Source: an optimization exercise on an open RTL-to-GDS flow (aim: small area and a short achievable clock period). Production flows keep margins and buffers that such runs may drop. At most, simulation tests tie the RTL to the original design; equivalence was not proved. No functional check of the RTL was part of run 2. Power is estimated from default activity; no workload was simulated.

==> flow/design.v, too long to show whole: its modules and the start of the top module <==
// module float_copro_dp: 1529 lines
// module float_copro_enc: 30 lines
// module float_copro: 55 lines
module float_copro
   (
    input  logic        clk,
    input  logic        copro_valid,
    input  logic        copro_accept,
    input  logic [10:0] copro_opcode,
    input  logic [31:0] copro_op0,
    input  logic [31:0] copro_op1,
    output logic        copro_complete,
    output logic [31:0] copro_result
    );
  // ...
==> flow/flow/run.sh <==
#!/bin/bash
# Standard ORFS layout (the standard.sh) with these changes:
#  - after the standard synthesis, flow/fixinv.py removes the inverters that
#    Yosys's full-adder extraction leaves between adder cells (it flips the
#    polarity of adder cells, which are self-dual), and the netlist is loaded
#    from the result;
#  - ports are buffered with buf_1 cells (the standard flow picks a larger
#    delay cell); the resizer still sizes them up where timing needs it;
set -euo pipefail
MARGIN=${MARGIN:-9.2}
R=orfs/results/$FLOW_PLATFORM/float_copro/base
bash standard.sh synth > log_synth.txt 2>&1
cp $R/1_2_yosys.v $R/1_2_yosys_orig.v
python3 flow/fixinv.py $R/1_2_yosys_orig.v $R/1_2_yosys_fixinv.v > log_fixinv.txt 2>&1
python3 flow/xorbal.py $R/1_2_yosys_fixinv.v $R/1_2_yosys.v > log_xorbal.txt 2>&1
rm -f $R/1_synth.odb $R/1_synth.sdc
bash standard.sh synth > log_synth_odb.txt 2>&1
for step in floorplan place cts route finish; do
  bash standard.sh SETUP_SLACK_MARGIN=$MARGIN \
    "BUFFER_PORTS_ARGS=-buffer_cell sky130_fd_sc_hd__buf_1" $step > log_$step.txt 2>&1
done
==> flow/flow/fixinv.py <==
#!/usr/bin/env python3
"""Remove inverters around full adders in a Yosys-written gate netlist.

A full adder is self-dual: FA(~a, ~b, ~c) = (~cout, ~sum).  Yosys's extract_fa
leaves many inverters between adder cells.  This script chooses a polarity for
every full-adder cell (all its pins inverted or not) and for every xor2/xnor2
cell (an xor2 is an xnor2 with its output inverted), so that as few signals as
possible are needed in both polarities, and rebuilds the netlist with one
inverter for each signal that is.  Usage: fixinv.py IN.v OUT.v"""
import re, sys, random, math

LIB = "sky130_fd_sc_hd__"
OUTPINS = {"X", "Y", "Q", "Q_N", "COUT", "SUM", "HI", "LO"}

src = open(sys.argv[1]).read()
m = re.search(r"^\s*" + LIB, src, re.M)
head, body = src[:m.start()], src[m.start():]
end = body.rindex("endmodule")
tail, body = body[end:], body[:end]

inst_re = re.compile(r"\s*(" + LIB + r"\w+)\s+(\S+)\s*\((.*?)\);\s*", re.S)
pin_re = re.compile(r"\.(\w+)\(\s*(.*?)\s*\)\s*(?:,|$)", re.S)
cells, order = {}, []
pos = 0
while pos < len(body):
    mm = inst_re.match(body, pos)
    if not mm:
        if body[pos:].strip():
            sys.exit("unparsed netlist text: " + body[pos:pos + 200])
        break
    typ, name, pins = mm.groups()
    cells[name] = [typ, {p: n.strip() for p, n in pin_re.findall(pins.strip())}]
    order.append(name)
    pos = mm.end()

ports = set()
for mo in re.finditer(r"^\s*(?:output|input)\s+(\[\d+:\d+\]\s*)?(\S+)\s*;", head, re.M):
    rng, nm = mo.groups()
    if rng:
        a, b = map(int, re.findall(r"\d+", rng))
        ports.update(f"{nm}[{i}]" for i in range(min(a, b), max(a, b) + 1))
    ports.add(nm)

def kind(c):
    t = cells[c][0][len(LIB):]
    if t.startswith("inv_") or t.startswith("clkinv_"):
        return "inv"
    if t.startswith("fa_"):
        return "fa"
    if t.startswith("xor2_") or t.startswith("xnor2_"):
        return "x2"
    return "other"

drv, lds = {}, {}
for c, (t, pm) in cells.items():
    for p, n in pm.items():
        (drv.__setitem__(n, (c, p)) if p in OUTPINS else lds.setdefault(n, []).append((c, p)))

# root of every net through inverter chains
def root(n):
    par = 0
    seen = 0
    while n in drv and kind(drv[n][0]) == "inv" and seen < 50:
        n = cells[drv[n][0]][1]["A"]
        par ^= 1
        seen += 1
    return n, par

invs = [c for c in cells if kind(c) == "inv"]
roots = {}   # root net -> {"loads": [(cell, pin, par)], "names": {par: name}}
def R(r):
    return roots.setdefault(r, {"loads": [], "names": {0: r}})
for n in set(list(drv) + list(lds)):
    if n in drv and kind(drv[n][0]) == "inv":
        r, par = root(n)
        R(r)["names"].setdefault(par, n)
for c in cells:
    if kind(c) == "inv":
        continue
    for p, n in cells[c][1].items():
        if p in OUTPINS:
            continue
        r, par = root(n)
        R(r)["loads"].append((c, p, par))
for r, d in roots.items():
    for par, name in list(d["names"].items()):
        pass
port_need = {}
for pn in ports:
    if pn in drv or pn in lds:
        r, par = root(pn)
        if r in roots or pn in drv:
            R(r)
            if roots[r]["names"].get(par) not in (None, pn):
                # two names of the same phase, one a port: keep as is by making the
                # port a separate load that needs that phase
                pass
            roots[r]["names"][par] = pn
            port_need.setdefault(r, set()).add(par)

flip = {c: 0 for c in cells if kind(c) in ("fa", "x2")}
def drvflip(r):
    d = drv.get(r)
    if d is None:
        return 0
    c = d[0]
    return flip.get(c, 0)

def loadflip(c):
    return flip.get(c, 0) if kind(c) == "fa" else 0

def cost_root(r):
    d = roots[r]
    s = drvflip(r)
    need = set()
    for c, p, par in d["loads"]:
        need.add(par ^ loadflip(c) ^ s)
    for par in port_need.get(r, ()):
        need.add(par ^ s)
    return 1 if len(need) > 1 or (need == {1}) else 0
# note: need == {1} alone means every load wants the other phase: 1 inverter

cell_roots = {}
for r, d in roots.items():
    if r in drv:
        cell_roots.setdefault(drv[r][0], set()).add(r)
    for c, p, par in d["loads"]:
        cell_roots.setdefault(c, set()).add(r)

def total():
    return sum(cost_root(r) for r in roots)

start_inv = len(invs)
best = total()
cur = best
bestflip = dict(flip)
vars_ = list(flip)
random.seed(1)
T = 1.0
N = 60000
for it in range(N):
    T = 1.0 * (1 - it / N) + 0.02
    c = random.choice(vars_)
    rs = cell_roots.get(c, ())
    before = sum(cost_root(r) for r in rs)
    flip[c] ^= 1
    after = sum(cost_root(r) for r in rs)
    dlt = after - before
    if dlt <= 0 or random.random() < math.exp(-dlt / T):
        cur += dlt
        if cur < best:
            best = cur
            bestflip = dict(flip)
    else:
        flip[c] ^= 1
flip = bestflip

# rebuild
for c in invs:
    del cells[c]
newid = [0]
new_wires = []
def fresh(base):
    newid[0] += 1
    n = f"_fixinv_{newid[0]}_"
    new_wires.append(n)
    return n
ninv = 0
for r, d in roots.items():
    s = drvflip(r)
    names = dict(d["names"])
    if r in drv:
        # driver output now carries phase s
        pass
    need = {}
    for c, p, par in d["loads"]:
        ph = par ^ loadflip(c)
        need.setdefault(ph, []).append((c, p))
    for par in port_need.get(r, ()):
        need.setdefault(par, [])
    if not need:
        continue
    # the driven net: name of phase s
    if s not in names:
        names[s] = fresh(r)
    if r in drv:
        c, p = drv[r]
        cells[c][1][p] = names[s]
    for ph, lst in need.items():
        if ph not in names:
            names[ph] = fresh(r)
        for c, p in lst:
            cells[c][1][p] = names[ph]
        if ph != s:
            newid[0] += 1
            nm = f"_fixinv_i{newid[0]}_"
            cells[nm] = [LIB + "inv_1", {"A": names[s], "Y": names[ph]}]
            order.append(nm)
            ninv += 1
for c in cells:
    if kind(c) == "fa" and flip[c]:
        pass  # pins already rewired by phase; the cell itself is unchanged

for c in list(cells):
    if kind(c) == "x2" and flip[c]:
        t = cells[c][0]
        pm = cells[c][1]
        if "xnor2_" in t:
            cells[c][0] = t.replace("xnor2_", "xor2_")
            pm["X"] = pm.pop("Y")
        else:
            cells[c][0] = t.replace("xor2_", "xnor2_")
            pm["Y"] = pm.pop("X")
out = [head]
for w in new_wires:
    out.append(f"  wire {w};\n")
for c in order:
    if c in cells:
        t, pm = cells[c]
        out.append(f"  {t} {c} (\n" + ",\n".join(f"    .{p}({n}{' ' if n.startswith(chr(92)) else ''})" for p, n in pm.items()) + "\n  );\n")
out.append(tail)
open(sys.argv[2], "w").write("".join(out))
print(f"fixinv: inverters {start_inv} -> {ninv} (model {best}); flipped {sum(flip.values())} cells",
      file=sys.stderr)
==> flow/flow/xorbal.py <==
#!/usr/bin/env python3
"""Rebalance xor trees in a gate netlist by estimated arrival time.

ABC sees the logic between full-adder cells with every input arriving at the
same time, so the parity of the top product column (an xor of many adder
outputs) often has its latest inputs at the bottom of the tree.  This pass
finds every tree of xor2/xnor2/xor3/xnor3 cells (each inner cell feeding only
the next one), estimates when each leaf signal arrives with a coarse delay
model, and rebuilds the tree from xor2 cells, always joining the two earliest
signals (an xnor2 at the root when the parity is inverted).
Usage: xorbal.py IN.v OUT.v"""
import re, sys

LIB = "sky130_fd_sc_hd__"
OUTPINS = {"X", "Y", "Q", "Q_N", "COUT", "SUM", "HI", "LO"}

src = open(sys.argv[1]).read()
m = re.search(r"^\s*" + LIB, src, re.M)
head, body = src[:m.start()], src[m.start():]
end = body.rindex("endmodule")
tail, body = body[end:], body[:end]
inst_re = re.compile(r"\s*(" + LIB + r"\w+)\s+(\S+)\s*\((.*?)\);\s*", re.S)
pin_re = re.compile(r"\.(\w+)\(\s*(.*?)\s*\)\s*(?:,|$)", re.S)
cells, order = {}, []
pos = 0
while pos < len(body):
    mm = inst_re.match(body, pos)
    if not mm:
        if body[pos:].strip():
            sys.exit("unparsed netlist text: " + body[pos:pos + 200])
        break
    typ, name, pins = mm.groups()
    cells[name] = [typ, {p: n.strip() for p, n in pin_re.findall(pins.strip())}]
    order.append(name)
    pos = mm.end()
ports = set()
for mo in re.finditer(r"^\s*(?:output|input)\s+(\[\d+:\d+\]\s*)?(\S+)\s*;", head, re.M):
    rng, nm = mo.groups()
    if rng:
        a, b = map(int, re.findall(r"\d+", rng))
        ports.update(f"{nm}[{i}]" for i in range(min(a, b), max(a, b) + 1))
    ports.add(nm)

def base(c):
    return re.sub(r"_\d+$", "", cells[c][0][len(LIB):])

XOR = {"xor2": (["A", "B"], "X", 0), "xnor2": (["A", "B"], "Y", 1),
       "xor3": (["A", "B", "C"], "X", 0), "xnor3": (["A", "B", "C"], "X", 1)}

def build():
    drv, lds = {}, {}
    for c, (t, pm) in cells.items():
        for p, n in pm.items():
            if p in OUTPINS:
                drv[n] = (c, p)
            else:
                lds.setdefault(n, []).append((c, p))
    return drv, lds
drv, lds = build()

DELAY = {"fa": {"SUM": 0.5, "COUT": 0.42}, "ha": {"SUM": 0.3, "COUT": 0.25},
         "dfxtp": {"Q": 0.4}, "xor2": 0.2, "xnor2": 0.2, "xor3": 0.35, "xnor3": 0.35,
         "inv": 0.07, "buf": 0.15, "clkbuf": 0.15}
memo = {}
def arrival(n, depth=0):
    if n in memo:
        return memo[n]
    d = drv.get(n)
    if d is None or depth > 400:
        return 0.0
    c, p = d
    b = base(c)
    dl = DELAY.get(b, 0.2)
    if isinstance(dl, dict):
        dl = dl.get(p, 0.3)
    dl += 0.02 * len(lds.get(n, []))
    if b.startswith("dfxtp") or b.startswith("dfrtp"):
        t = dl
    else:
        t = dl + max([arrival(x, depth + 1) for q, x in cells[c][1].items()
                      if q not in OUTPINS] + [0.0])
    memo[n] = t
    return t

def is_x(c):
    return c in cells and base(c) in XOR

def inner(c):
    """c is an inner node: its output feeds exactly one load, an xor cell."""
    out = cells[c][1][XOR[base(c)][1]]
    l = lds.get(out, [])
    return out not in ports and len(l) == 1 and is_x(l[0][0])

sys.setrecursionlimit(10000)
for n in list(drv):
    arrival(n)
QUANT = 0.8
roots = [c for c in order if is_x(c) and not inner(c)]
newid = [0]
new_wires = []
changed = 0
for r in roots:
    leaves, parity, members = [], 0, []
    stack = [r]
    while stack:
        c = stack.pop()
        members.append(c)
        ins, out, inv = XOR[base(c)]
        parity ^= inv
        for p in ins:
            n = cells[c][1][p]
            d = drv.get(n)
            if d and is_x(d[0]) and inner(d[0]) and d[0] not in members:
                stack.append(d[0])
            else:
                # an inverter in front of the tree only flips its parity
                while d and d[0] in cells and base(d[0]) in ("inv", "clkinv"):
                    n = cells[d[0]][1]["A"]
                    parity ^= 1
                    d = drv.get(n)
                leaves.append(n)
    if len(leaves) < 3:
        continue
    # equal leaves cancel
    cnt = {}
    for n in leaves:
        cnt[n] = cnt.get(n, 0) + 1
    leaves = [n for n in cnt for _ in range(cnt[n] % 2)]
    if len(leaves) < 2:
        continue
    # arrival estimates are coarse: quantize them so that leaves of about the
    # same arrival are joined in balanced trees rather than chains
    items = sorted((round(arrival(n) / QUANT) * QUANT, n) for n in leaves)
    rout = cells[r][1][XOR[base(r)][1]]
    for c in members:
        del cells[c]
    while len(items) > 1:
        (t0, x), (t1, y) = items[0], items[1]
        items = items[2:]
        last = not items
        newid[0] += 1
        nm = f"_xorbal_{newid[0]}_"
        if last:
            o = rout
            typ = "xnor2_1" if parity else "xor2_1"
        else:
            o = f"_xorbal_n{newid[0]}_"
            new_wires.append(o)
            typ = "xor2_1"
        cells[nm] = [LIB + typ, {"A": x, "B": y, ("Y" if typ.startswith("xnor") else "X"): o}]
        order.append(nm)
        items.append((max(t0, t1) + 0.2, o))
        items.sort()
    changed += 1

# drop inverters left without loads
while True:
    drv, lds = build()
    dead = [c for c in cells if base(c) in ("inv", "clkinv")
            and not lds.get(cells[c][1]["Y"]) and cells[c][1]["Y"] not in ports]
    if not dead:
        break
    for c in dead:
        del cells[c]

out = [head]
for w in new_wires:
    out.append(f"  wire {w};\n")
for c in order:
    if c in cells:
        t, pm = cells[c]
        out.append(f"  {t} {c} (\n" + ",\n".join(
            f"    .{p}({n}{' ' if n.startswith(chr(92)) else ''})" for p, n in pm.items()) + "\n  );\n")
out.append(tail)
open(sys.argv[2], "w").write("".join(out))
print(f"xorbal: rebuilt {changed} xor trees", file=sys.stderr)
==> flow/standard.sh <==
#!/bin/bash
# synth_recipe.tcl (not shown) runs the flow's synth.tcl, then flattens the netlist and writes it again
# the make line also repeats each setting of config.mk as NAME=value (left out here)
make -C /OpenROAD-flow-scripts/flow DESIGN_CONFIG=/design/flow/config.mk WORK_HOME=/design/flow/orfs CLKGATE_MAP_FILE= SYNTH_SCRIPT=/design/flow/synth_recipe.tcl "${@:-finish}"
==> flow/config.mk <==
export PLATFORM = sky130hd
export DESIGN_NAME = float_copro
export DESIGN_NICKNAME = float_copro
export VERILOG_FILES = /design/flow/design.v
export SDC_FILE = /design/flow/constraint.sdc
export NUM_CORES = 4
export LEC_CHECK = 0
export CAP_MARGIN = 20
export CORE_MARGIN = 2
export CORE_UTILIZATION = 65
export SLEW_MARGIN = 20
==> flow/constraint.sdc <==
create_clock -name core_clock -period 14.0 [get_ports {clk}]
set_input_delay 2.8000 -clock core_clock [delete_from_list [all_inputs] [get_ports {clk}]]
set_output_delay 2.8000 -clock core_clock [all_outputs]
set_load 0.01 [all_outputs]
==> summary.txt, run 1 <==
Yosys
  – Syn nets: 1,886
  – Gate count of the mapped netlist: 1,532

Min path
  – Worst Hold Depth: 2

STA
  – Least-Margin Pin Slew: 1.03 ns
  – Fin Hold WS: about 0.55 ns
  – Final Slew Violations: 0

Cells and area
  – Leading cell kind: multi-input gates
  – Most frequent cells in the layout: 254 x a22oi_1, 242 x xnor2_1, 197 x fa_1, 145 x dfxtp_1, 92 x buf_1
  – Nets@finish: 1,918
  – Register area: 3230 um^2
  – Layout cells sized above 1: 0.0932

Global routing
  – GRT met2 Usage: 0.537
  – Number of global-route vias before repair: 12,300
  – Largest net degree at the start of global routing: 51
  – GRT overflow: 0
  – Most Crowded Layer GR: met2

Power and ir drop
  – Pleak: 6.73 nW
  – Sequential logic power: 0.000609 W

Placement
  – DP Area: 16,000 um^2

Setup path
  – WS Path Type: register to output port
  – Critical path arrival: roughly 2.3 ns
  – Worst path cell trace: fa_2 -> inv_2 -> nor2b_4 -> o21ai_2 -> buf_4 -> buf_6 -> buf_6 -> buf_6 -> buf_6 -> buf_6 -> nand2_2 -> nor2_2 -> nor2_1 -> buf_2

Flow run
  – MaxCap Viol Count: 0

Clocking
  – Hold-fix buffers, CTS: 0
  – Clk latency of the worst-skew pair: 0.44 ns
  – Cts repair resizes: 33

Floorplanning
  – N_taps: 319

Route
  – Routed met2 length: 19,100 um

Run status
  – Status: complete, no violations
==> module float_copro, before the edit <==
module float_copro
   (
    input  logic        clk,
    input  logic        copro_valid,
    input  logic        copro_accept,
    input  logic [10:0] copro_opcode,
    input  logic [31:0] copro_op0,
    input  logic [31:0] copro_op1,
    output logic        copro_complete,
    output logic [31:0] copro_result
    );
   wire mul_d    = copro_opcode[1:0] == 2'd2;
   wire addsub_d = !copro_opcode[1];
   wire sub_d    = copro_opcode[1:0] == 2'd1;
   logic        mul_r, as_r;    
   logic [3:0]  cnt;            
   logic [31:0] b_r, c_r;
   logic [15:0] one, two, neg;
   logic [15:0] one_d, two_d, neg_d;
   float_copro_enc encoder (
      .a(copro_op0), .mul(mul_d), .addsub(addsub_d), .sub(sub_d),
      .one(one_d), .two(two_d), .neg(neg_d)
   );
   logic [15:0] one_r, two_r, neg_r;
   assign one = one_r;
   assign two = two_r;
   assign neg = neg_r;
   logic [21:0] lo_d, lo_r;
   logic        cy_d, cy_r;
   logic [9:0] hs_d, hc_d, hs_r, hc_r;
   float_copro_dp datapath (
      .one(one), .two(two), .neg(neg), .b(b_r), .c(c_r),
      .lo(lo_d), .lo_cy(cy_d), .hi_s(hs_d), .hi_c(hc_d)
   );
   always_ff @(posedge clk) begin
      b_r   <= copro_op1;
      mul_r <= mul_d;
      as_r  <= addsub_d;
      one_r <= one_d;
      two_r <= two_d;
      neg_r <= neg_d;
      c_r   <= copro_op0 & {32{addsub_d}};
      lo_r  <= lo_d;
      cy_r  <= cy_d;
      hs_r  <= hs_d;
      hc_r  <= hc_d;
      if (!copro_valid || copro_accept)
         cnt <= 4'd0;
      else if (cnt != 4'd15)
         cnt <= cnt + 4'd1;
   end
   assign copro_complete = mul_r ? cnt >= 4'd2 : as_r ? cnt >= 4'd3 : cnt >= 4'd11;
   wire [10:0] hi = {hs_r, 1'b1} + {hc_r, cy_r};
   assign copro_result = {hi[10:1], lo_r};
endmodule
==> run 2: changes to the inputs <==
--- a/flow/design.v
+++ b/flow/design.v
@@ -1,18 +1,18 @@
 module float_copro_dp (
    input  logic [15:0] one,
    input  logic [15:0] two,
    input  logic [15:0] neg,
    input  logic [31:0] b,
    input  logic [31:0] c,
-   output logic [21:0] lo,
+   output logic [19:0] lo,
    output logic        lo_cy,
-   output logic [9:0] hi_s,
-   output logic [9:0] hi_c
+   output logic [11:0] hi_s,
+   output logic [11:0] hi_c
    );
    wire pp0_0;
    wire pp0_1;
    wire pp0_2;
    wire pp0_3;
    wire pp0_4;
    wire pp0_5;
    wire pp0_6;
@@ -792,46 +792,46 @@
    assign pp0_24 = ((one[0] & b[24]) | (two[0] & b[23])) ^ neg[0];
    assign pp0_25 = ((one[0] & b[25]) | (two[0] & b[24])) ^ neg[0];
    assign pp0_26 = ((one[0] & b[26]) | (two[0] & b[25])) ^ neg[0];
    assign pp0_27 = ((one[0] & b[27]) | (two[0] & b[26])) ^ neg[0];
    assign pp0_28 = ((one[0] & b[28]) | (two[0] & b[27])) ^ neg[0];
    assign pp0_29 = ((one[0] & b[29]) | (two[0] & b[28])) ^ neg[0];
    assign pp0_30 = ((one[0] & b[30]) | (two[0] & b[29])) ^ neg[0];
    assign pp0_31 = ((one[0] & b[31]) | (two[0] & b[30])) ^ neg[0];
-   assign pp1_0 = (((one[1] & b[0]) | (two[1] & 1'b0)) ^ neg[1]) | c[2];
-   assign pp1_1 = (((one[1] & b[1]) | (two[1] & b[0])) ^ neg[1]) | c[3];
-   assign pp1_2 = (((one[1] & b[2]) | (two[1] & b[1])) ^ neg[1]) | c[4];
-   assign pp1_3 = (((one[1] & b[3]) | (two[1] & b[2])) ^ neg[1]) | c[5];
-   assign pp1_4 = (((one[1] & b[4]) | (two[1] & b[3])) ^ neg[1]) | c[6];
-   assign pp1_5 = (((one[1] & b[5]) | (two[1] & b[4])) ^ neg[1]) | c[7];
-   assign pp1_6 = (((one[1] & b[6]) | (two[1] & b[5])) ^ neg[1]) | c[8];
-   assign pp1_7 = (((one[1] & b[7]) | (two[1] & b[6])) ^ neg[1]) | c[9];
-   assign pp1_8 = (((one[1] & b[8]) | (two[1] & b[7])) ^ neg[1]) | c[10];
-   assign pp1_9 = (((one[1] & b[9]) | (two[1] & b[8])) ^ neg[1]) | c[11];
-   assign pp1_10 = (((one[1] & b[10]) | (two[1] & b[9])) ^ neg[1]) | c[12];
-   assign pp1_11 = (((one[1] & b[11]) | (two[1] & b[10])) ^ neg[1]) | c[13];
-   assign pp1_12 = (((one[1] & b[12]) | (two[1] & b[11])) ^ neg[1]) | c[14];
-   assign pp1_13 = (((one[1] & b[13]) | (two[1] & b[12])) ^ neg[1]) | c[15];
-   assign pp1_14 = (((one[1] & b[14]) | (two[1] & b[13])) ^ neg[1]) | c[16];
-   assign pp1_15 = (((one[1] & b[15]) | (two[1] & b[14])) ^ neg[1]) | c[17];
-   assign pp1_16 = (((one[1] & b[16]) | (two[1] & b[15])) ^ neg[1]) | c[18];
-   assign pp1_17 = (((one[1] & b[17]) | (two[1] & b[16])) ^ neg[1]) | c[19];
-   assign pp1_18 = (((one[1] & b[18]) | (two[1] & b[17])) ^ neg[1]) | c[20];
-   assign pp1_19 = (((one[1] & b[19]) | (two[1] & b[18])) ^ neg[1]) | c[21];
-   assign pp1_20 = (((one[1] & b[20]) | (two[1] & b[19])) ^ neg[1]) | c[22];
-   assign pp1_21 = (((one[1] & b[21]) | (two[1] & b[20])) ^ neg[1]) | c[23];
-   assign pp1_22 = (((one[1] & b[22]) | (two[1] & b[21])) ^ neg[1]) | c[24];
-   assign pp1_23 = (((one[1] & b[23]) | (two[1] & b[22])) ^ neg[1]) | c[25];
-   assign pp1_24 = (((one[1] & b[24]) | (two[1] & b[23])) ^ neg[1]) | c[26];
-   assign pp1_25 = (((one[1] & b[25]) | (two[1] & b[24])) ^ neg[1]) | c[27];
-   assign pp1_26 = (((one[1] & b[26]) | (two[1] & b[25])) ^ neg[1]) | c[28];
-   assign pp1_27 = (((one[1] & b[27]) | (two[1] & b[26])) ^ neg[1]) | c[29];
-   assign pp1_28 = (((one[1] & b[28]) | (two[1] & b[27])) ^ neg[1]) | c[30];
-   assign pp1_29 = (((one[1] & b[29]) | (two[1] & b[28])) ^ neg[1]) | c[31];
+   assign pp1_0 = ((one[1] & b[0]) | (two[1] & 1'b0) | c[2]) ^ neg[1];
+   assign pp1_1 = ((one[1] & b[1]) | (two[1] & b[0]) | c[3]) ^ neg[1];
+   assign pp1_2 = ((one[1] & b[2]) | (two[1] & b[1]) | c[4]) ^ neg[1];
+   assign pp1_3 = ((one[1] & b[3]) | (two[1] & b[2]) | c[5]) ^ neg[1];
+   assign pp1_4 = ((one[1] & b[4]) | (two[1] & b[3]) | c[6]) ^ neg[1];
+   assign pp1_5 = ((one[1] & b[5]) | (two[1] & b[4]) | c[7]) ^ neg[1];
+   assign pp1_6 = ((one[1] & b[6]) | (two[1] & b[5]) | c[8]) ^ neg[1];
+   assign pp1_7 = ((one[1] & b[7]) | (two[1] & b[6]) | c[9]) ^ neg[1];
+   assign pp1_8 = ((one[1] & b[8]) | (two[1] & b[7]) | c[10]) ^ neg[1];
+   assign pp1_9 = ((one[1] & b[9]) | (two[1] & b[8]) | c[11]) ^ neg[1];
+   assign pp1_10 = ((one[1] & b[10]) | (two[1] & b[9]) | c[12]) ^ neg[1];
+   assign pp1_11 = ((one[1] & b[11]) | (two[1] & b[10]) | c[13]) ^ neg[1];
+   assign pp1_12 = ((one[1] & b[12]) | (two[1] & b[11]) | c[14]) ^ neg[1];
+   assign pp1_13 = ((one[1] & b[13]) | (two[1] & b[12]) | c[15]) ^ neg[1];
+   assign pp1_14 = ((one[1] & b[14]) | (two[1] & b[13]) | c[16]) ^ neg[1];
+   assign pp1_15 = ((one[1] & b[15]) | (two[1] & b[14]) | c[17]) ^ neg[1];
+   assign pp1_16 = ((one[1] & b[16]) | (two[1] & b[15]) | c[18]) ^ neg[1];
+   assign pp1_17 = ((one[1] & b[17]) | (two[1] & b[16]) | c[19]) ^ neg[1];
+   assign pp1_18 = ((one[1] & b[18]) | (two[1] & b[17]) | c[20]) ^ neg[1];
+   assign pp1_19 = ((one[1] & b[19]) | (two[1] & b[18]) | c[21]) ^ neg[1];
+   assign pp1_20 = ((one[1] & b[20]) | (two[1] & b[19]) | c[22]) ^ neg[1];
+   assign pp1_21 = ((one[1] & b[21]) | (two[1] & b[20]) | c[23]) ^ neg[1];
+   assign pp1_22 = ((one[1] & b[22]) | (two[1] & b[21]) | c[24]) ^ neg[1];
+   assign pp1_23 = ((one[1] & b[23]) | (two[1] & b[22]) | c[25]) ^ neg[1];
+   assign pp1_24 = ((one[1] & b[24]) | (two[1] & b[23]) | c[26]) ^ neg[1];
+   assign pp1_25 = ((one[1] & b[25]) | (two[1] & b[24]) | c[27]) ^ neg[1];
+   assign pp1_26 = ((one[1] & b[26]) | (two[1] & b[25]) | c[28]) ^ neg[1];
+   assign pp1_27 = ((one[1] & b[27]) | (two[1] & b[26]) | c[29]) ^ neg[1];
+   assign pp1_28 = ((one[1] & b[28]) | (two[1] & b[27]) | c[30]) ^ neg[1];
+   assign pp1_29 = ((one[1] & b[29]) | (two[1] & b[28]) | c[31]) ^ neg[1];
    assign pp2_0 = ((one[2] & b[0]) | (two[2] & 1'b0)) ^ neg[2];
    assign pp2_1 = ((one[2] & b[1]) | (two[2] & b[0])) ^ neg[2];
    assign pp2_2 = ((one[2] & b[2]) | (two[2] & b[1])) ^ neg[2];
    assign pp2_3 = ((one[2] & b[3]) | (two[2] & b[2])) ^ neg[2];
    assign pp2_4 = ((one[2] & b[4]) | (two[2] & b[3])) ^ neg[2];
    assign pp2_5 = ((one[2] & b[5]) | (two[2] & b[4])) ^ neg[2];
    assign pp2_6 = ((one[2] & b[6]) | (two[2] & b[5])) ^ neg[2];
    assign pp2_7 = ((one[2] & b[7]) | (two[2] & b[6])) ^ neg[2];
@@ -1518,19 +1518,19 @@
    assign tx24 = tx22 ^ tx23;
    assign tx25 = fc99 ^ fc142;
    assign tx26 = tx24 ^ tx25;
    assign tx27 = tx26 ^ fc143;
    assign tx28 = tx27 ^ fc168;
    assign tx29 = tx28 ^ fc196;
    wire [31:0] rs = {tx29, fc195, fc194, fc193, fc192, fc191, fc190, fc189, fc188, fc187, fc186, fc185, fc184, fc183, fc182, fc181, fc180, fc179, fc178, fc177, fc176, fc175, fc174, fc173, fc172, fc171, fc170, hc29, hs29, hc28, hc27, pp0_0};
    wire [31:0] rc = {1'b0, fs196, fs195, fs194, fs193, fs192, fs191, fs190, fs189, fs188, fs187, fs186, fs185, fs184, fs183, fs182, fs181, fs180, fs179, fs178, fs177, fs176, fs175, fs174, fs173, fs172, fs171, fs170, fc169, fs169, hs28, hs27};
-   assign {lo_cy, lo} = {1'b0, rs[21:0]} + {1'b0, rc[21:0]};
-   assign hi_s = rs[31:22];
-   assign hi_c = rc[31:22];
+   float_copro_add #(.N(20), .CI(0)) lo_add (.a(rs[19:0]), .b(rc[19:0]), .ci(1'b0), .y({lo_cy, lo}));
+   assign hi_s = rs[31:20] ^ rc[31:20];
+   assign hi_c = rs[31:20] & rc[31:20];
 endmodule
 module float_copro_enc (
    input  logic [31:0] a,
    input  logic        mul,
    input  logic        addsub,
    input  logic        sub,
    output logic [15:0] one,
    output logic [15:0] two,
@@ -1552,16 +1552,31 @@
          end else begin : rk
             assign one[k] = mul & e1;
             assign two[k] = mul & e2;
             assign neg[k] = mul & en;
          end
       end
    endgenerate
 endmodule
+module float_copro_add #(parameter N = 8, parameter CI = 0) (
+   input  logic [N-1:0] a,
+   input  logic [N-1:0] b,
+   input  logic         ci,
+   output logic [N:0]   y
+   );
+   generate
+      if (CI == 0) begin : c0
+         assign y = {1'b0, a} + {1'b0, b};
+      end else begin : c1
+         wire [N+1:0] t = {1'b0, a, 1'b1} + {1'b0, b, (CI == 1) ? 1'b1 : ci};
+         assign y = t[N+1:1];
+      end
+   endgenerate
+endmodule
 module float_copro
    (
     input  logic        clk,
     input  logic        copro_valid,
     input  logic        copro_accept,
     input  logic [10:0] copro_opcode,
     input  logic [31:0] copro_op0,
     input  logic [31:0] copro_op1,
@@ -1579,19 +1594,19 @@
    float_copro_enc encoder (
       .a(copro_op0), .mul(mul_d), .addsub(addsub_d), .sub(sub_d),
       .one(one_d), .two(two_d), .neg(neg_d)
    );
    logic [15:0] one_r, two_r, neg_r;
    assign one = one_r;
    assign two = two_r;
    assign neg = neg_r;
-   logic [21:0] lo_d, lo_r;
+   logic [19:0] lo_d, lo_r;
    logic        cy_d, cy_r;
-   logic [9:0] hs_d, hc_d, hs_r, hc_r;
+   logic [11:0] hs_d, hc_d, hs_r, hc_r;
    float_copro_dp datapath (
       .one(one), .two(two), .neg(neg), .b(b_r), .c(c_r),
       .lo(lo_d), .lo_cy(cy_d), .hi_s(hs_d), .hi_c(hc_d)
    );
    always_ff @(posedge clk) begin
       b_r   <= copro_op1;
       mul_r <= mul_d;
       as_r  <= addsub_d;
@@ -1604,11 +1619,28 @@
       hs_r  <= hs_d;
       hc_r  <= hc_d;
       if (!copro_valid || copro_accept)
          cnt <= 4'd0;
       else if (cnt != 4'd15)
          cnt <= cnt + 4'd1;
    end
    assign copro_complete = mul_r ? cnt >= 4'd2 : as_r ? cnt >= 4'd3 : cnt >= 4'd11;
-   wire [10:0] hi = {hs_r, 1'b1} + {hc_r, cy_r};
-   assign copro_result = {hi[10:1], lo_r};
+   logic [11:0] gg [0:4];
+   logic [11:0] pp [0:4];
+   always_comb begin
+      gg[0] = hc_r;
+      pp[0] = hs_r;
+      for (int l = 0; l < 4; l++)
+         for (int i = 0; i < 12; i++)
+            if (i >= (1 << l)) begin
+               gg[l+1][i] = gg[l][i] | (pp[l][i] & gg[l][i - (1 << l)]);
+               pp[l+1][i] = pp[l][i] & pp[l][i - (1 << l)];
+            end else begin
+               gg[l+1][i] = gg[l][i];
+               pp[l+1][i] = pp[l][i];
+            end
+   end
+   wire [11:0] gl = gg[4];
+   wire [11:0] pl = pp[4];
+   wire [11:0] carry = {gl[10:0] | (pl[10:0] & {11{cy_r}}), cy_r};
+   assign copro_result = {hs_r ^ carry, lo_r};
 endmodule
==> run 2 against run 1 <==
Against the previous run:
- cell count shrank 5.3%
- power decreased by 8.6%
- core utilization down 0.62 points
- worst hold slack better by 0.025 ns
- via count is 4.9% lower
- register-to-register slack better by 0.15 ns
- critical path depth shrank 6
- die area decreased by 2.0%
- setup slack better by 0.13 ns
- maximum frequency increased by 2.6%
==> summary.txt, run 2 <==
Clocking
  – TritonCTS clock tree: built (unchanged)
  – CTS H-tree depth: 4 (unchanged)
  – Max Root-Sink Buffers: 2 (unchanged)
  – Clock Sinks: 162 (was 160)
  – CTS Root Cell: clkbuf_16 (unchanged)
  – Clk latency of the worst-skew pair: 0.45 ns (was 0.44 ns)
  – CTS buffer count: 17 (unchanged)
  – Clock-pin slew of the registers on the worst-case setup and hold paths: 0.08 ns (about the same)
  – Hold-fix buffers, CTS: 0 (unchanged)

Route
  – Starting DRT DRC Count: 1,271 (was 1,284)
  – Total number of vias: 11,500 (was 12,100)
  – TritonRoute pass-1 iters: 6 (unchanged)
  – Drt total wl: 41,500 um (was 43,300 um)
  – Vias per cell: 6.40 (was 6.37)
  – Routed len/inst: 23.1 um (was 22.8 um)
  – DRC Markers: 0 (unchanged)
  – Antenna Nets Post-Route: 0 (unchanged)

Cells and area
  – Inserted Diodes: 0 (unchanged)
  – Multi-input combinational cell area: 11,300 um^2 (was 11,700 um^2)
  – Register area: 3250 um^2 (was 3230 um^2)
  – Largest regs: b_r (32), c_r (32), lo_r (20) (was b_r (32), c_r (32), lo_r (22))
  – Layout cells sized above 1: 0.0708 (was 0.0932)
  – Nets@finish: 1,823 (was 1,918)
  – Area growth, synth to finish: 7.35% (was 9.26%)
  – Filler cell count: 1,752 (was 1,803)
  – Leading cell type in the layout, fill and taps excluded: xnor2_1 (was a22oi_1)
  – Most frequent cells in the layout: 260 x xnor2_1, 226 x a22oi_1, 196 x fa_1, 153 x dfxtp_1, 94 x buf_1 (was 254 x a22oi_1, 242 x xnor2_1, 197 x fa_1, 145 x dfxtp_1, 92 x buf_1)
  – Final design area excluding fillers: 16,300 um^2 (was 17,000 um^2)
  – Final core utilization: 0.716 (was 0.722)

STA
  – Minimum clock period: 4.94 ns (was 5.07 ns)
  – Final setup viols: 0 (unchanged)
  – Fin crit share: 0.353 (was 0.362)
  – RSZ-0062 raised after global routing: true (unchanged)
  – Rel. slew slack: 0.250 (was 0.313)
  – Least-Margin Pin Slew: 1.12 ns (was 1.03 ns)
  – Final Hold Viols: 0 (unchanged)
  – Worst Slack Setup Final: 9.06 ns (was 8.93 ns)
  – Final Slew Violations: 0 (unchanged)
  – Fmax: 0.202 GHz (was 0.197 GHz)
  – Fin Setup TNS: 0 ns (unchanged)
  – Fin Clk Skew: 0.0126 ns (was 0.0216 ns)
  – Fin Hold WS: 0.571 ns (was 0.546 ns)

Placement
  – DP Area: 15,600 um^2 (was 16,000 um^2)
  – GP Congestion: 0.903 (was 0.890)
  – Post-DP HPWL: 28,400 um (was 29,000 um)
  – Worst slack at placement: 9.08 ns (was 8.74 ns)
  – Port buffer count: 101 (unchanged)

Setup path
  – Critical path arrival: 2.14 ns (was 2.27 ns)
  – Reg2Reg Depth: 12 (was 15)
  – CP peak stage delay: 0.35 ns (was 0.36 ns)
  – CP required: 11.20 ns (about the same)
  – Critical Path End: copro_result[31] (was copro_result[25])
  – R2r startpoint: two_r[5] (was two_r[1])
  – CP max-delay cell: or3_4 (was dfxtp_4)
  – Crit. Startpoint: cy_r (was hs_r[0])
  – R2R setup slack: 9.46 ns (was 9.31 ns)
  – WS Path Type: register to output port (unchanged)
  – Worst path cell trace: a21oi_2 -> o21a_1 -> o21a_1 -> or3_4 -> a31oi_4 -> a21oi_2 -> xnor2_1 -> buf_2 (was fa_2 -> inv_2 -> nor2b_4 -> o21ai_2 -> buf_4 -> buf_6 -> buf_6 -> buf_6 -> buf_6 -> buf_6 -> nand2_2 -> nor2_2 -> nor2_1 -> buf_2)
  – Crit end category: output port (unchanged)
  – CP startpoint kind: register (unchanged)
  – Critical-path maximum fanout: 2 (unchanged)
  – FF-to-FF End: lo_r[19] (was cy_r)

Floorplanning
  – Die Width: 157 um (was 159 um)
  – Initial Utilization: 0.667 (was 0.661)
  – Row cnt: 55 (was 56)
  – Core Area: 22,800 um^2 (was 23,500 um^2)
  – Top Ports: 111 (unchanged)
  – Die ar.: 24,600 um^2 (was 25,100 um^2)
  – Chip Height: 157 um (was 159 um)

Yosys
  – Area of the mapped netlist: 15,200 um^2 (was 15,500 um^2)
  – Syn nets: 1,810 (was 1,886)
  – Yosys warning total: 3 (was 1)
  – Synth Area per Inst: 10.4 um^2 (was 10.1 um^2)
  – Gate count of the mapped netlist: 1,457 (was 1,532)

Global routing
  – Antenna violations before repair: 0 (unchanged)
  – Largest net degree at the start of global routing: 51 (unchanged)
  – GRT overflow: 0 (unchanged)
  – Number of global-route vias before repair: 11,700 (was 12,300)
  – Global-route usage over all layers: 0.352 (was 0.355)
  – First-pass GRT wire length: 65,000 um (was 67,600 um)

Power and ir drop
  – Clock Power Share: 0.175 (was 0.156)
  – Sw Pwr: 0.00124 W (was 0.00141 W)
  – Sw Share: 0.429 (was 0.448)
  – Pwr dens: 177 nW/um^2 (was 186 nW/um^2)
  – Combinational Power Share: 0.605 (was 0.651)
  – Seq pwr share: 0.220 (was 0.193)
  – Pint: 0.00164 W (was 0.00174 W)
  – Worst vdd rail ir drop: 0.154 mV (was 0.206 mV)
  – Pleak: 6.38 nW (was 6.73 nW)

Run status
  – Status: complete, no violations (unchanged)

Min path
  – HP Class: register to register (unchanged)
  – Hold Crit Start: cnt[3] (was cnt[1])

Flow run
  – MaxCap Viol Count: 0 (unchanged)
run 2: layer usage:
layer,GRT usage,vias up,share of wire
li1,-,5050,-
met1,0.493,5666,0.42
met2,0.545,682,0.45
met3,0.0706,96,0.094
met4,0.124,0,0.032
met5,0,-,0
run 2: worst min path at each step:
| stage | endpoint | slack [ns] | cells after the start |
|---|---|---|---|
| 2_1_floorplan | cnt[2] | 0.52 | 2 |
| 3_3_place_gp | cnt[1] | 0.55 | 2 |
| 3_5_place_dp | cnt[2] | 0.56 | 2 |
| 4_1_cts | cnt[2] | 0.58 | 2 |
| 5_1_grt | cnt[2] | 0.61 | 2 |
| 6_report | cnt[2] | 0.57 | 2 |
run 2: cell type report:
cell class	count	area share
multi-input cells	1143	0.696
flip-flops and latches	162	0.200
repair buffers	135	0.0394
clock buffers	17	0.0261
well taps	313	0.0240
clock inverters	15	0.0125
inverters	11	0.00276
run 2: worst max-delay path: cells and delay by family, from the launching register on:
kind	cells	cell delay (ns)
flops	1	0.34
xor+xnor	1	0.13
simple gates	1	0.35
compound gates	5	0.73
buf+inv	1	0.14
run 2: power by group through the flow:
stage | logic, W | registers [W] | clock network (W)
3_5_place_dp | 0.00172 | 0.000640 | 0
6_report | 0.00174 | 0.000633 | 0.000504
2_1_floorplan | 0.00128 | 0.000626 | 0
4_1_cts | 0.00174 | 0.000631 | 0.000509
3_3_place_gp | 0.00166 | 0.000637 | 0
5_1_grt | 0.00197 | 0.000642 | 0.000530
run 2: through the flow:
step | power (W) | std cells
finish | 0.00288 | 1796
detailed placement | 0.00236 | 1759
floorplan | 0.00191 | 1457
CTS | 0.00288 | 1795
global route | 0.00314 | 1796
global placement | 0.00230 | 1759
run 2: timing repair:
item,CTS,global route
setup endpoints to repair,7,8
gates cloned,0,0
pin swaps,5,3
gates resized for setup,12,10
setup buffers,4,1

what the ideal ports hide:
The results above use ideal ports. As a check the final layouts listed here were re-extracted and re-timed, cells and wires unchanged. Step 1, drivers: a clkbuf_16 drives clk and a buf_2 each remaining input, both assumed. Step 2 adds t to the input delays and takes it off the output delays; t is the mean of the earliest and latest rising clock arrival at the registers after step 1. Input paths then give back, and output paths get back, about the clock's delay inside the block. Three values: ideal ports, drivers, drivers and shift; two values: the first two.
| run | t (ns) | setup slack, ns | worst setup path after step 2 | clock arrival spread, ns | worst slew at a driven data input, ns |
|---|---|---|---|---|---|
| run 1 | 0.484 | 8.932 / 8.881 / 9.199 | input to register | 0.022 / 0.022 | 0.04 |
| run 2 | 0.489 | 9.061 / 9.011 / 9.282 | input to register | 0.013 / 0.013 | 0.05 |
After both steps setup and hold are still met in every run listed.
